This design comes from an exercise in tuning for small area on the open sky130 flow, not from production work.
Function was checked by simulation only, so behaviour that the tests miss may differ from the original.
Power and IR drop assume default switching activity.

### flow/run.sh
#!/bin/bash
# synth_recipe.tcl (not shown) runs the flow's synth.tcl, then flattens the netlist and writes it again
# the make line also repeats each setting of config.mk as NAME=value (left out here)
make -C /OpenROAD-flow-scripts/flow DESIGN_CONFIG=/design/flow/config.mk WORK_HOME=/design/flow/orfs CLKGATE_MAP_FILE= SYNTH_SCRIPT=/design/flow/synth_recipe.tcl finish
### flow/config.mk
export PLATFORM = sky130hd
export DESIGN_NAME = arm
export DESIGN_NICKNAME = arm
export VERILOG_FILES = /design/flow/design.v
export SDC_FILE = /design/flow/constraint.sdc
export NUM_CORES = 4
export LEC_CHECK = 0
export CAP_MARGIN = 20
export CORE_MARGIN = 2
export CORE_UTILIZATION = 40
export PLACE_DENSITY = 0.6
export SLEW_MARGIN = 20
### flow/constraint.sdc
create_clock -name core_clock -period 9.0 [get_ports {clk}]
set_input_delay 1.8000 -clock core_clock [delete_from_list [all_inputs] [get_ports {clk}]]
set_output_delay 1.8000 -clock core_clock [all_outputs]
set_load 0.01 [all_outputs]
### flow/design.v
module mux_n #(parameter WIDTH = 8)
(	input logic [WIDTH-1:0] d0, d1,
	input logic s,
	output logic [WIDTH-1:0] y
);
	assign y = s ? d1 : d0;
endmodule
module mux3 #(parameter WIDTH = 8)
(
    input  logic [WIDTH-1:0] d0,    
    input  logic [WIDTH-1:0] d1,    
    input  logic [WIDTH-1:0] d2,    
    input  logic [1:0]       s,     
    output logic [WIDTH-1:0] y      
);
    always_comb begin
        case (s)
            2'b00: y = d0;        
            2'b01: y = d1;        
            2'b10: y = d2;        
            default: y = '0;      
        endcase
    end
endmodule
module adder #(parameter int WIDTH = 32) 
(
	input  logic [WIDTH-1:0] A,
	output logic [WIDTH-1:0] Y
);
	assign Y = A + WIDTH'(32'd4);  
endmodule
module flopenr #(parameter WIDTH = 8) 
                (input  logic             clk, reset, en, 
                 input  logic [WIDTH-1:0] d,  
                 output logic [WIDTH-1:0] q); 
  always_ff @(posedge clk, posedge reset) begin 
    if (reset)   q <= 0; 
    else if (en) q <= d; 
	end 
endmodule 
module alu #(parameter N = 32)
(
    input  logic [2:0]    aluControl,
    input  logic [N-1:0]  SrcA,
    input  logic [N-1:0]  SrcB,
    output logic [N-1:0]  aluResult,
    output logic [3:0]    aluFlags
);
    logic [N:0] add_wide;
    logic [N:0] sub_wide;
    always_comb begin
        case (aluControl)
            3'b000:   aluResult = SrcA + SrcB;    
            3'b001:   aluResult = SrcA - SrcB;    
            3'b010:   aluResult = SrcA & SrcB;    
            3'b011:   aluResult = SrcA | SrcB;    
            3'b100:   aluResult = SrcB;           
            default:  aluResult = SrcA + SrcB;    
        endcase
        add_wide = {1'b0, SrcA} + {1'b0, SrcB};
        sub_wide = {1'b0, SrcA} + {1'b0, ~SrcB} + {{N{1'b0}}, 1'b1};  
        aluFlags[3] = aluResult[N-1];              
        aluFlags[2] = (aluResult == '0);           
        case (aluControl)
            3'b000: begin
                aluFlags[1] = add_wide[N];    
                aluFlags[0] = (~(SrcA[N-1] ^ SrcB[N-1])) &
                               (SrcA[N-1] ^ aluResult[N-1]);   
            end
            3'b001: begin
                aluFlags[1] = sub_wide[N];    
                aluFlags[0] = (SrcA[N-1] ^ SrcB[N-1]) &
                               (SrcA[N-1] ^ aluResult[N-1]);   
            end
            default: begin
                aluFlags[1] = 1'b0;
                aluFlags[0] = 1'b0;
            end
        endcase
    end
endmodule
module extimm 
(
    input  logic [23:0]  Instr,
    input  logic [1:0]   ImmSrc,
    output logic [31:0]  ExtImm
);
    always_comb
        case (ImmSrc)
            2'b00: ExtImm = {24'b0, Instr[7:0]};
            2'b01: ExtImm = {20'b0, Instr[11:0]};
            2'b10: ExtImm = {{6{Instr[23]}}, Instr[23:0], 2'b00};
            default: ExtImm = 32'b0;
        endcase
endmodule
module condcheck 
(
    input  logic [3:0]  Cond,
    input  logic [3:0]  Flags,
    output logic        CondEx
);
    logic neg, zero, carry, overflow, ge;
    assign {neg, zero, carry, overflow} = Flags;
    assign ge = (neg == overflow);
    always_comb begin
        case (Cond)
            4'b0000: CondEx = zero;                   
            4'b0001: CondEx = ~zero;                  
            4'b0010: CondEx = carry;                  
            4'b0011: CondEx = ~carry;                 
            4'b0100: CondEx = neg;                    
            4'b0101: CondEx = ~neg;                   
            4'b0110: CondEx = overflow;               
            4'b0111: CondEx = ~overflow;              
            4'b1000: CondEx = carry & ~zero;          
            4'b1001: CondEx = ~(carry & ~zero);       
            4'b1010: CondEx = ge;                     
            4'b1011: CondEx = ~ge;                    
            4'b1100: CondEx = ~zero & ge;             
            4'b1101: CondEx = ~(~zero & ge);          
            4'b1110: CondEx = 1'b1;                   
            default: CondEx = 1'b0;                   
        endcase
    end
endmodule
module control_unit (
	input  logic [3:0] Cond,
	input  logic [1:0] Op,
	input  logic [5:0] Funct,
	input  logic [3:0] Rd,
	output logic MemtoReg,
	output logic MemWrite,
	output logic [2:0] ALUControl,
	output logic ALUSrc,
	output logic [1:0] ImmSrc,
	output logic RegWrite,
	output logic [1:0] RegSrc
);
	always_comb begin
		MemtoReg   = 1'b0;
		MemWrite   = 1'b0;
		RegWrite   = 1'b0;
		ALUSrc     = 1'b0;
		ImmSrc     = 2'b00;
		RegSrc     = 2'b00;
		ALUControl = 3'b000;  
		case (Op)
			2'b00: begin  
				RegWrite = 1'b1;
				MemtoReg = 1'b0;
				MemWrite = 1'b0;
				RegSrc   = 2'b00;
				if (Funct[5] == 1'b0) begin
					ALUSrc = 1'b0;
					ImmSrc = 2'b00;  
				end else begin
					ALUSrc = 1'b1;
					ImmSrc = 2'b00;  
				end
				case (Funct[4:1])
					4'b0010: ALUControl = 3'b001;  
					4'b0000: ALUControl = 3'b010;  
					4'b1100: ALUControl = 3'b011;  
					4'b1101: ALUControl = 3'b100;  
					default: ALUControl = 3'b000;  
				endcase
			end
			2'b01: begin  
				ALUSrc = 1'b1;      
				ImmSrc = 2'b01;     
				RegSrc = 2'b00;
				if (Funct[0] == 1'b0) begin  
					MemWrite = 1'b1;
					RegWrite = 1'b0;
					MemtoReg = 1'b0;  
					RegSrc    = 2'b10;  
				end else begin  
					MemWrite = 1'b0;
					RegWrite = 1'b1;
					MemtoReg = 1'b1;
				end
			end
			default: begin
			end
		endcase
	end
endmodule
module hazardunit
(
    input  logic [3:0]  destRegE,       
    input  logic        loadE,          
    input  logic [3:0]  rsE,            
    input  logic [3:0]  rtE,            
    input  logic [3:0]  rsD,            
    input  logic [3:0]  rtD,            
    input  logic        writeM,         
    input  logic [3:0]  rdM,            
    input  logic        writeW,         
    input  logic [3:0]  rdW,            
    input  logic        branch_M,
    output logic        stall,          
    output logic        flush,          
    output logic [1:0]  forwardA,       
    output logic [1:0]  forwardB        
);
    always_comb begin
        forwardA = 2'b00;
        forwardB = 2'b00;
        if (writeM && (rdM != 4'd15) && (rdM == rsE))
            forwardA = 2'b01;
        else if (writeW && (rdW != 4'd15) && (rdW == rsE))
            forwardA = 2'b10;
        if (writeM && (rdM != 4'd15) && (rdM == rtE))
            forwardB = 2'b01;
        else if (writeW && (rdW != 4'd15) && (rdW == rtE))
            forwardB = 2'b10;
    end
    always_comb begin
    stall = 0;
        flush = 0;
        if (loadE && ((destRegE == rsD) || (destRegE == rtD))) begin
            stall = 1;  
        end
        if (branch_M) begin
            flush = 1;  
        end
    end
endmodule
module reg_file 
(
	input  logic        CLK,
	input  logic        WE3,          
	input  logic [3:0]  RA1,          
	input  logic [3:0]  RA2,          
	input  logic [3:0]  WA3,          
	input  logic [31:0] WD3,          
	input  logic [31:0] R15,          
	output logic [31:0] RD1,          
	output logic [31:0] RD2           
);
	logic [31:0] rf[14:0];
	always_ff @(posedge CLK) begin
		if (WE3 && WA3 != 4'b1111) begin  
			rf[WA3] <= WD3;
		end
	end
	assign RD1 =
		(RA1 == 4'b1111)                           ? R15  :
		(WE3 && (WA3 == RA1) && (WA3 != 4'b1111))  ? WD3  :
		                                             rf[RA1];
	assign RD2 =
		(RA2 == 4'b1111)                           ? R15  :
		(WE3 && (WA3 == RA2) && (WA3 != 4'b1111))  ? WD3  :
		                                             rf[RA2];
endmodule
module IF_register (
	input  logic [31:0] instF,
	input  logic        stall,
	input  logic        flushD,
	input  logic        clk,
	output logic [31:0] instD
);
	always_ff @(posedge clk) begin
		if (flushD) instD <= 32'h0000_0000;  
		else if (!stall) instD <= instF;     
	end
endmodule
module D_register (
    input   logic       clk,
    input   logic       flushE,
    input   logic       stallD,
    input   logic       MemtoRegD,
    input   logic       MemWriteD,
    input   logic       ALUSrcD,
    input   logic       RegWriteD,
    input   logic [2:0] ALUControlD,
    input   logic       BranchD,
    input   logic [1:0] FlagWriteD,
    input   logic       CondTrueD,
    input   logic [3:0] RA1D,
    input   logic [3:0] RA2D,
    input   logic [3:0] WA3D,
    input   logic [31:0] RD1D,
    input   logic [31:0] RD2D,
    input   logic [31:0] ExtImmD,
    output  logic       MemtoRegE,
    output  logic       MemWriteE,
    output  logic       ALUSrcE,
    output  logic       RegWriteE,
    output  logic [2:0] ALUControlE,
    output  logic       BranchE,
    output  logic [1:0] FlagWriteE,
    output  logic       CondTrueE,
    output  logic [3:0] RA1E,
    output  logic [3:0] RA2E,
    output  logic [3:0] WA3E,
    output  logic [31:0] RD1E,
    output  logic [31:0] RD2E,
    output  logic [31:0] ExtImmE
);
    always_ff @(posedge clk) begin
        if (flushE) begin
            MemtoRegE   <= 1'b0;  
            MemWriteE   <= 1'b0;  
            ALUSrcE     <= 1'b0;  
            RegWriteE   <= 1'b0;
            ALUControlE <= 3'b000;  
            BranchE     <= 1'b0;
            FlagWriteE  <= 2'b00;  
            CondTrueE   <= 1'b0;
            RA1E        <= 4'b0;  
            RA2E        <= 4'b0;  
            WA3E        <= 4'b0;  
            RD1E        <= 32'h0;  
            RD2E        <= 32'h0;  
            ExtImmE     <= 32'h0;
        end else if (!stallD) begin
            MemtoRegE   <= MemtoRegD;
            MemWriteE   <= MemWriteD & CondTrueD;  
            ALUSrcE     <= ALUSrcD;  
            RegWriteE   <= RegWriteD & CondTrueD;
            ALUControlE <= ALUControlD;  
            BranchE     <= BranchD;
            FlagWriteE  <= FlagWriteD;  
            CondTrueE   <= CondTrueD;
            RA1E        <= RA1D;  
            RA2E        <= RA2D;  
            WA3E        <= WA3D;
            RD1E        <= RD1D;   
            RD2E        <= RD2D;  
            ExtImmE     <= ExtImmD;  
        end
    end
endmodule
module E_register (
	input  logic        clk,
	input  logic        flushE,    
	input  logic        MemtoRegE,
	input  logic        MemWriteE,
	input  logic        RegWriteE,
	input  logic        PCSrcE,
	input  logic [31:0] ALUResultE,
	input  logic [31:0] WriteDataE,
	input  logic [3:0]  WA3E,
	output logic        MemtoRegM,
	output logic        MemWriteM,
	output logic        RegWriteM,
	output logic        PCSrcM,
	output logic [31:0] ALUResultM,
	output logic [31:0] WriteDataM,
	output logic [3:0]  WA3M
);
	always_ff @(posedge clk) begin
		if (flushE) begin
			MemtoRegM  <= 1'b0;
			MemWriteM  <= 1'b0;
			RegWriteM  <= 1'b0;
			PCSrcM     <= 1'b0;
			ALUResultM <= 32'h0;
			WriteDataM <= 32'h0;
			WA3M       <= 4'h0;
		end else begin
			MemtoRegM  <= MemtoRegE;
			MemWriteM  <= MemWriteE;
			RegWriteM  <= RegWriteE;
			PCSrcM     <= PCSrcE;
			ALUResultM <= ALUResultE;
			WriteDataM <= WriteDataE;
			WA3M       <= WA3E;
		end
	end
endmodule
module WB_register 
(
    input  logic        clk,
    input  logic        PCSrcM,
    input  logic        RegWriteM,
    input  logic        MemtoRegM,
    input  logic [31:0] ReadDataM,
    input  logic [31:0] ALUOutM,
    input  logic [3:0]  WA3M,
    output logic        PCSrcW,
    output logic        RegWriteW,
    output logic        MemtoRegW,
    output logic [31:0] ReadDataW,
    output logic [31:0] ALUOutW,
    output logic [3:0]  WA3W
);
    always_ff @(posedge clk) begin
        PCSrcW     <= PCSrcM;
        RegWriteW  <= RegWriteM;
        MemtoRegW  <= MemtoRegM;
        ReadDataW  <= ReadDataM;
        ALUOutW    <= ALUOutM;
        WA3W       <= WA3M;
    end
endmodule
module datapath( 
	input  logic        clk, 
	input  logic        reset,
	input  logic [1:0]  RegSrc,
	input  logic        RegWrite,
	input  logic        MemWrite,
	input  logic [1:0]  ImmSrc,
	input  logic        ALUSrc,
	input  logic [2:0]  ALUControl,
	input  logic        MemtoReg,
	input  logic        Branch,           
	input  logic [1:0]  FlagWrite,        
	output logic [31:0] PC,
	output logic [3:0]  ALUFlagsE,
	input  logic [31:0] InstrF,           
	output logic [31:0] InstrD,           
	output logic [31:0] ALUResult, 
	output logic [31:0] WriteData,
	input  logic [31:0] ReadData,
	output logic        MemWriteEOut
);
	logic [31:0] PCNext, PCPlus4, PCPlus8;
	logic [31:0] ExtImmD, SrcA, SrcB, Result;
	logic [31:0] WriteDataD;              
	logic [3:0]  RA1, RA2;                
	logic        PCSrcM_clean;
	logic        stallF_clean;
	logic        flushD_clean;
	always_comb begin
		if (reset) begin
			PCSrcM_clean = 1'b0;
			stallF_clean = 1'b0;
			flushD_clean = 1'b1;
		end 
		else begin
			PCSrcM_clean = PCSrcM;
			stallF_clean = stallF;
			flushD_clean = flushD;
		end
	end
	mux_n #(32) pcmux 
	(
		.d0(PCPlus4),
		.d1(ALUResultM),
		.s(PCSrcM_clean),
		.y(PCNext)
	);
	flopenr #(32) pcreg 
	(
		.clk(clk),
		.reset(reset),
		.en(~stallF_clean),
		.d(PCNext),
		.q(PC)
	);
	adder pcadd1
	(
		.A(PC),
		.Y(PCPlus4)
	);
	adder pcadd2(
		.A(PCPlus4),
		.Y(PCPlus8)
	);
	logic [31:0] PCPlus8E;
	assign PCPlus8E = PCPlus4E + 32'd4;
	IF_register u_fetch_dff
	(
		.instF(InstrF),
		.stall(stallF_clean),
		.flushD(flushD_clean),
		.clk(clk),
		.instD(InstrD)
	);
	mux_n #(4) ra1mux 
	(
		.d0(InstrD[19:16]),
		.d1(4'b1111),
		.s(RegSrc[0]),
		.y(RA1)
	);
	mux_n #(4) ra2mux 
	(
		.d0(InstrD[3:0]),
		.d1(InstrD[15:12]),
		.s(RegSrc[1]),
		.y(RA2)
	);
	logic       RegWriteW_clean;
	logic [3:0] WA3W_clean;
	assign RegWriteW_clean = RegWriteW | LinkW;
	assign WA3W_clean      = LinkW ? 4'd14 : WA3W;    
	logic LinkD, LinkE, LinkM, LinkW;
	reg_file rf 
	(
		.CLK(clk),
	    .WE3(RegWriteW_clean),
		.RA1(RA1),
		.RA2(RA2),
	    .WA3(WA3W_clean),
        .WD3(Result),
		.R15(PCPlus8),
		.RD1(SrcA),
		.RD2(WriteDataD)
	);
	extimm Extend
	(
		.Instr(InstrD[23:0]),
		.ImmSrc(ImmSrc),
		.ExtImm(ExtImmD)
	);
    logic        stallF, stallD, flushE, flushM;
    logic [1:0]  forwardA, forwardB;
	logic [31:0] ALUResultE_int;
	logic [31:0] srcA_fwd, srcB_fwd;
	always_comb begin
		srcA_fwd = (forwardA == 2'b01) ? ALUResultM :
		           (forwardA == 2'b10) ? Result     :
		                                 RD1E;
		srcB_fwd = (forwardB == 2'b01) ? ALUResultM :
		           (forwardB == 2'b10) ? Result     :
		                                 RD2E;
	end
	mux_n #(32) srcbmux 
	(
		.d0(srcB_fwd),
		.d1(ExtImmE),
		.s(ALUSrcE),
		.y(SrcB)
	);
	logic [31:0] SrcA_ALU;
	assign SrcA_ALU = BranchE ? PCPlus8E : srcA_fwd;
	alu #(32) alu_inst 
	(
		.aluControl(ALUControlE),
		.SrcA(SrcA_ALU),
		.SrcB(SrcB),
		.aluResult(ALUResultE_int),
		.aluFlags(ALUFlagsE)
	);
	logic        MemtoRegE, MemWriteE, ALUSrcE, RegWriteE;
	logic [2:0]  ALUControlE;
	logic        BranchE;
	logic [1:0]  FlagWriteE;
	logic        CondTrueE;
	logic [31:0] RD1E, RD2E, ExtImmE;
	logic [3:0]  RA1E, RA2E, WA3E;
	logic [3:0] Register_flags;      
	logic [3:0] Cond_flags;          
	logic       CondTrueD;           
	always_comb begin
		Cond_flags = Register_flags;
		if (FlagWriteE) 
			Cond_flags = ALUFlagsE;  
	end
	condcheck u_condcheck
	(
		.Cond(InstrD[31:28]),
		.Flags(Cond_flags),
		.CondEx(CondTrueD)
	);
	D_register u_decode_dff 
	(
		.clk(clk),
		.flushE(flushE),
		.stallD(stallD),
		.MemtoRegD(MemtoReg),
		.MemWriteD(MemWrite),
		.ALUSrcD(ALUSrc),
		.RegWriteD(RegWrite),
		.ALUControlD(ALUControl),
		.BranchD(Branch),
		.FlagWriteD(FlagWrite),
		.CondTrueD(CondTrueD),
		.RA1D(RA1),
		.RA2D(RA2),
		.RD1D(SrcA),
		.RD2D(WriteDataD),
		.ExtImmD(ExtImmD),
		.WA3D(InstrD[15:12]),
		.MemtoRegE(MemtoRegE),
		.MemWriteE(MemWriteE),
		.ALUSrcE(ALUSrcE),
		.RegWriteE(RegWriteE),
		.ALUControlE(ALUControlE),
		.BranchE(BranchE),
		.FlagWriteE(FlagWriteE),
		.CondTrueE(CondTrueE),
		.RA1E(RA1E),
		.RA2E(RA2E),
		.RD1E(RD1E),
		.RD2E(RD2E),
		.ExtImmE(ExtImmE),
		.WA3E(WA3E)
	);
	logic [3:0] WA3W;
	logic        MemtoRegM, MemWriteM, RegWriteM, PCSrcM;
	logic [31:0] ALUResultM, WriteDataM;
	logic [3:0]  WA3M;
	logic        PCSrcW, RegWriteW, MemtoRegW;
	logic [31:0] ReadDataW, ALUOutW;
	always_ff @(posedge clk or posedge reset) begin
		if (reset)
			Register_flags <= 4'h0;
		else if (FlagWriteE)
			Register_flags <= ALUFlagsE;
	end
	logic PCSrcE;
	assign PCSrcE = BranchE & CondTrueE;
	E_register u_execute_dff 
	(
		.clk(clk),
		.flushE(flushM),
	    .MemtoRegE(MemtoRegE),
	    .MemWriteE(MemWriteE),
	    .RegWriteE(RegWriteE),
	    .PCSrcE(PCSrcE),
	    .ALUResultE(ALUResultE_int),
	    .WriteDataE(srcB_fwd),
	    .WA3E(WA3E),
	    .MemtoRegM(MemtoRegM),
	    .MemWriteM(MemWriteM),
	    .RegWriteM(RegWriteM),
	    .PCSrcM(PCSrcM),
	    .ALUResultM(ALUResultM),
	    .WriteDataM(WriteDataM),
	    .WA3M(WA3M)
    );
	logic haz_stall, haz_flush;
	hazardunit hz
	(
		.destRegE(WA3E),
		.loadE(MemtoRegE),
		.rsE(RA1E),
		.rtE(RA2E),
		.rsD(RA1),
		.rtD(RA2),
		.writeM(RegWriteM),
		.rdM(WA3M),
		.writeW(RegWriteW_clean),
		.rdW(WA3W_clean),
		.branch_M(PCSrcM),
		.stall(haz_stall),
		.flush(haz_flush),
		.forwardA(forwardA),
		.forwardB(forwardB)
	);
	assign stallF = haz_stall;
	assign stallD = 1'b0;
	assign flushE = haz_flush | haz_stall | reset;    
	assign flushM = haz_flush | reset;                
	logic  flushD;
	assign flushD = haz_flush;
	assign MemWriteEOut = MemWriteM;
	assign WriteData = WriteDataM;
	assign ALUResult = ALUResultM;
    WB_register u_write_dff 
	(
	    .clk(clk),
	    .PCSrcM(PCSrcM),
	    .RegWriteM(RegWriteM),
	    .MemtoRegM(MemtoRegM),
	    .ReadDataM(ReadData),
	    .ALUOutM(ALUResultM),
	    .WA3M(WA3M),
	    .PCSrcW(PCSrcW),
	    .RegWriteW(RegWriteW),
	    .MemtoRegW(MemtoRegW),
	    .ReadDataW(ReadDataW),
	    .ALUOutW(ALUOutW),
	    .WA3W(WA3W)
    );
	assign LinkD = (InstrD[27:25] == 3'b101) && InstrD[24];
	logic [31:0] PCPlus4D, PCPlus4E, PCPlus4M, PCPlus4W;
	always_ff @(posedge clk or posedge reset) begin
		if (reset) begin
			LinkE    <= 1'b0;
			LinkM    <= 1'b0;
			LinkW    <= 1'b0;
			PCPlus4D <= 32'h0;
			PCPlus4E <= 32'h0;
			PCPlus4M <= 32'h0;
			PCPlus4W <= 32'h0;
		end 
		else begin
			PCPlus4D <= PCPlus4;
			LinkE    <= LinkD;
			PCPlus4E <= PCPlus4D;
			LinkM    <= LinkE;
			PCPlus4M <= PCPlus4E;
			LinkW    <= LinkM;
			PCPlus4W <= PCPlus4M;
		end
	end
	logic [1:0] WB_select;
	always_comb 
		WB_select = LinkW ? 2'b10 : {1'b0, MemtoRegW};
	mux3 #(32) ry_mux 
	(
		.d0(ALUOutW),
		.d1(ReadDataW),
		.d2(PCPlus4W),
		.s(WB_select),
		.y(Result)
	);
endmodule
module arm(
    input  logic        clk,
    input  logic        reset,
    output logic [31:0] PC,
    input  logic [31:0] InstrF,
    output logic        MemWrite,
    output logic [31:0] ALUResult,
    output logic [31:0] WriteData,
    input  logic [31:0] ReadData
);
    logic        RegWrite, ALUSrc, MemtoReg;
    logic [1:0]  RegSrc, ImmSrc;
    logic [2:0]  ALUControl;
    logic        MemWriteD;
    logic        BranchD;
    logic [1:0]  FlagWriteD;
    logic [31:0] InstrD;
    logic [3:0]  ALUFlagsE;
    logic [1:0] Op;          
    logic [5:0] Funct;       
    assign Op    = InstrD[27:26];
    assign Funct = {InstrD[25], InstrD[24:21], InstrD[20]};
    control_unit cu(
        .Cond   (InstrD[31:28]),
        .Op     (Op),
        .Funct  (Funct),
        .Rd     (InstrD[15:12]),
        .MemtoReg(MemtoReg),
        .MemWrite(MemWriteD),
        .ALUControl(ALUControl),
        .ALUSrc (ALUSrc),
        .ImmSrc (ImmSrc),
        .RegWrite(RegWrite),
        .RegSrc (RegSrc)
    );
    always_comb BranchD = (InstrD[27:25] == 3'b101);
    always_comb begin
        FlagWriteD = 2'b00;
        if (Op == 2'b00) begin  
            case (Funct[4:1])
                4'b0010: FlagWriteD = 2'b11;  
                4'b0100: FlagWriteD = 2'b11;  
                default: FlagWriteD = 2'b00;  
            endcase
        end
    end
    logic        ALUSrc_clean;
    logic [1:0]  ImmSrc_clean;
    logic [2:0]  ALUControl_clean;
    always_comb begin
        ALUSrc_clean     = ALUSrc;
        ImmSrc_clean     = ImmSrc;
        ALUControl_clean = ALUControl;
        if (BranchD) begin
            ALUSrc_clean    = 1'b1;      
            ImmSrc_clean    = 2'b10;     
            ALUControl_clean = 3'b000;    
        end
    end
    datapath dp(
        .clk(clk),
        .reset(reset),
        .RegSrc(RegSrc),
        .RegWrite(RegWrite),
        .MemWrite(MemWriteD),
        .ImmSrc(ImmSrc_clean),
        .ALUSrc(ALUSrc_clean),
        .ALUControl(ALUControl_clean),
        .MemtoReg(MemtoReg),
        .Branch(BranchD),
        .FlagWrite(FlagWriteD),
        .PC(PC),
        .InstrF(InstrF),
        .InstrD(InstrD),
        .ALUResult(ALUResult),
        .WriteData(WriteData),
        .ReadData(ReadData),
        .MemWriteEOut(MemWrite),
        .ALUFlagsE(ALUFlagsE)
    );
endmodule
==> impl_metrics.json <==
{
  "fin_area_sq_um": 55100,
  "floorplan.initialDensity": 0.404,
  "drv_cap": 0,
  "place.gp.congestion": 1.04,
  "arrival_ns": 8.73,
  "grt_pass1_vias": 36589,
  "row_count": 126,
  "syn-num-nets": 4832,
  "clockBufferDepth": 3,
  "drtAntennaViolNets": 0,
  "yosysMostFrequentCell": "nand2_1",
  "synth-compound-area-share": 0.132,
  "clkSlewWorstSetupHoldPaths_ns": 0.06,
  "yosysTopAreaCell": "edfxtp_1",
  "synth_area_leaders": "edfxtp_1, dfxtp_1, dfrtp_1, nand2_1, mux4_2",
  "fin_skew_ns": 0.0607,
  "final_layout_size_suffix_gt1_frac": 0.111,
  "worstPathMaxFanout": 23,
  "avgSynthCellArea_sq_um": 10.3,
  "dieWidth_um": 350,
  "clock-sinks": 933,
  "grt_overflow": 0,
  "nets": 4934,
  "syn_to_final_growth_pct": 15.2,
  "synthSimpleGateAreaFrac": 0.158,
  "wl_um": 189000,
  "synth_top_family_by_area": "simple AND/OR/NAND/NOR gates",
  "post-route-period-util": 0.906,
  "crit_top_cell": "o21ai_0",
  "critical_path.startpoint_type": "flop",
  "switching_share": 0.345,
  "routed_via_density": 6.02,
  "insertion_delay_ns": 0.72,
  "synth-warning-count": 14,
  "p_int_uw": 8600,
  "finalHoldViolCount": 0,
  "worst_pin_slew_ns": 1.18,
  "grt_first_pass_wirelength_um": 269000,
  "cts_tree": "done",
  "r2r_slack_ns": 0.84,
  "grt_start_max_net_pins": 148,
  "muxShareOfSynthArea": 0.101,
  "max_freq_mhz": 123,
  "dp_hpwl_um": 130000,
  "antenna_found_initial": 9,
  "cellPowerDensity_nw_per_um2": 238,
  "io_buffers": 162,
  "period_minus_slack_ns": 8.16,
  "slew_violations": 0,
  "setup_viol": 0,
  "synth_adder_area_share": 0.0357,
  "synth_xor_area_frac": 0.0287,
  "synth.top_cell.area_share": 0.301,
  "holdWs_ns": 0.320,
  "htreeDepth": 3,
  "path_class": "flop to flop",
  "io_pins": 163,
  "max_stage_delay_ns": 0.56,
  "p_comb_frac": 0.261,
  "required_ns": 9.58,
  "slew_headroom": 0.211,
  "power_frac_seq": 0.415,
  "fin_setup_tns_ns": 0,
  "dpl_cell_area_sq_um": 51700,
  "cts_buffers": 99,
  "grtUsageTotal": 0.305,
  "pwr-share-clk": 0.324,
  "wl_per_cell_um": 29.4,
  "ys_seq_area_frac": 0.508,
  "synth_cell_type_count": 103,
  "rsz0062_at_grt": "no",
  "hold_path.class": "flop to flop",
  "vias": 38709,
  "fillers": 10961,
  "drt_iter0_drc": 4732,
  "synth_cells": 4630,
  "outcome": "finished clean",
  "p_switching_uw": 4520,
  "fp.dieArea_sq_um": 122000,
  "synthTopCellsByCount": "nand2_1, edfxtp_1, nor2_1",
  "drc": 0,
  "firstDrtPassIters": 6,
  "end_kind": "flop",
  "ys.flop_type": "edfxtp_1",
  "synth-edff-count": 480,
  "syn_area_sq_um": 47800,
  "cts-root-buf": "clkbuf_16",
  "p_leak_uw": 0.0211,
  "vdd_ir_drop_max_uv": 147,
  "ys_seq_elements": 933,
  "core_area_sq_um": 118000,
  "synthArstFlopShare": 0.179,
  "die_height_um": 350,
  "cp_slowest_cell": "nor4_1",
  "hold_buffers": 0
}
## critical path: cells and delay by family (launching register included)
family / cells / cell delay (ns)
compound gates: 13 / 3.10
simple gates: 6 / 2.68
mux: 2 / 0.64
flops: 1 / 0.55
buf+inv: 2 / 0.54
fa+ha+maj: 1 / 0.43
xor+xnor: 1 / 0.10
## state kept, by name, summed over array words and instances (netlist names), 26 cells and up
register,cells
dp.rf.rf,480
dp.u_decode_dff.RD1E,32
dp.u_write_dff.ReadDataW,32
dp.PCPlus4E,32
dp.PCPlus4M,32
dp.u_decode_dff.ExtImmE,26
dp.u_fetch_dff.instD,32
dp.u_decode_dff.RD2E,32
dp.PCPlus4D,32
dp.PCPlus4W,32
dp.u_write_dff.ALUOutW,32
dp.u_execute_dff.ALUResultM,32
dp.u_execute_dff.WriteDataM,32
dp.pcreg.q,32
## logic make-up (layout without fill, tap and decap cells)
logic type,Yosys count,in the layout
flops,933,933
other cells,0,8
fa+ha+maj,136,136
xor+xnor,157,157
simple gates,1669,1669
buf+inv,452,639
mux,336,336
compound gates,947,947
## through the flow
stage,utilization,std cells,setup WS (ns),power (uW)
floorplan,-,4630,2.40,7160
global placement,0.436,6231,1.05,8820
detailed placement,0.436,6231,1.01,8810
CTS,0.465,6417,0.994,13000
global route,0.465,6418,0.274,13500
finish,0.465,6425,0.844,13100
## cell usage in the layout, fill, tap and decap left out, drive strengths merged, types with 127 or more instances in the layout
cell / instances
a211oi: 132
a21oi: 246
buf: 161
clkbuf: 127
clkdlybuf4s50: 162
dfrtp: 167
dfxtp: 286
edfxtp: 480
ha: 135
inv: 134
mux2i: 209
nand2: 724
nand3: 193
nor2: 362
o21ai: 195
## worst paths after layout
| path | start | endpoint | depth (start not counted) |
|---|---|---|---|
| max | dp.u_write_dff.WA3W[3]$_DFF_P_ | dp.u_decode_dff.MemWriteE$_SDFF_PP0_ | 25 |
| min | dp.PCPlus4D[12]$_DFF_PP0_ | dp.PCPlus4E[12]$_DFF_PP0_ | 0 |
| max reg2reg | dp.u_write_dff.WA3W[3]$_DFF_P_ | dp.u_decode_dff.MemWriteE$_SDFF_PP0_ | 25 |
| min reg2reg | dp.PCPlus4D[12]$_DFF_PP0_ | dp.PCPlus4E[12]$_DFF_PP0_ | 0 |
| max in group asynchronous | reset | dp.pcreg.q[18]$_DFFE_PP0N_ | 4 |
| min in group asynchronous | reset | dp.PCPlus4M[6]$_DFF_PP0_ | 2 |
## what timing repair did
action                     4_1_cts  5_1_grt
resized for setup                0        1
hold endpoints to repair         0        0
buffers inserted                 0        0
setup endpoints to repair        0        3
## power groups by stage
stage | registers (uW) | clock network [uW] | logic, uW
2_1_floorplan | 5340 | 0 | 1810
3_3_place_gp | 5510 | 0 | 3310
3_5_place_dp | 5520 | 0 | 3300
4_1_cts | 5430 | 4290 | 3320
5_1_grt | 5470 | 4470 | 3600
6_report | 5450 | 4250 | 3420
## layout make-up
type / instances / area [sq um] / share of cell area
clock inverters: 59 / 652 / 0.0118
inverters: 130 / 493 / 0.00895
repair buffers: 323 / 2840 / 0.0516
well taps: 1600 / 2000 / 0.0363
diodes: 8 / 20.0 / 0.000363
flip-flops and latches: 933 / 24300 / 0.442
clock buffers: 127 / 2740 / 0.0497
multi-input cells: 3245 / 22000 / 0.400
## layer usage
layer | track usage | routed length [um] | up-vias
li1 | - | - | 17166
met1 | 0.410 | 76900 | 19146
met2 | 0.462 | 82500 | 1954
met3 | 0.0591 | 16900 | 433
met4 | 0.174 | 12500 | 10
met5 | 0 | 53 | -

## afterwards: timing with drivers on the ports
No port has a modelled driver above. Below, the same layout with a new extraction and two added sets of constraints.
Step 1 (the two cells are an assumption about what drives the block):
set clk [get_ports {clk}]
set_driving_cell -lib_cell sky130_fd_sc_hd__clkbuf_16 $clk
set_driving_cell -lib_cell sky130_fd_sc_hd__buf_2 [delete_from_list [all_inputs] $clk]
Step 2, shift: input delay + t, output delay - t, t = (earliest + latest rising clock arrival at the registers) / 2. This alone moves slack from input paths to output paths.
Three values: ideal ports, drivers, drivers and shift; two values: the first two.
t (ns): 0.760
setup slack, ns: 0.844 / 0.844 / 0.844
worst setup path at the end: register to register
After both steps setup and hold are still met in this run. The setup slack of this run moves by 0.000 ns with the drivers and by 0.000 ns with both steps.
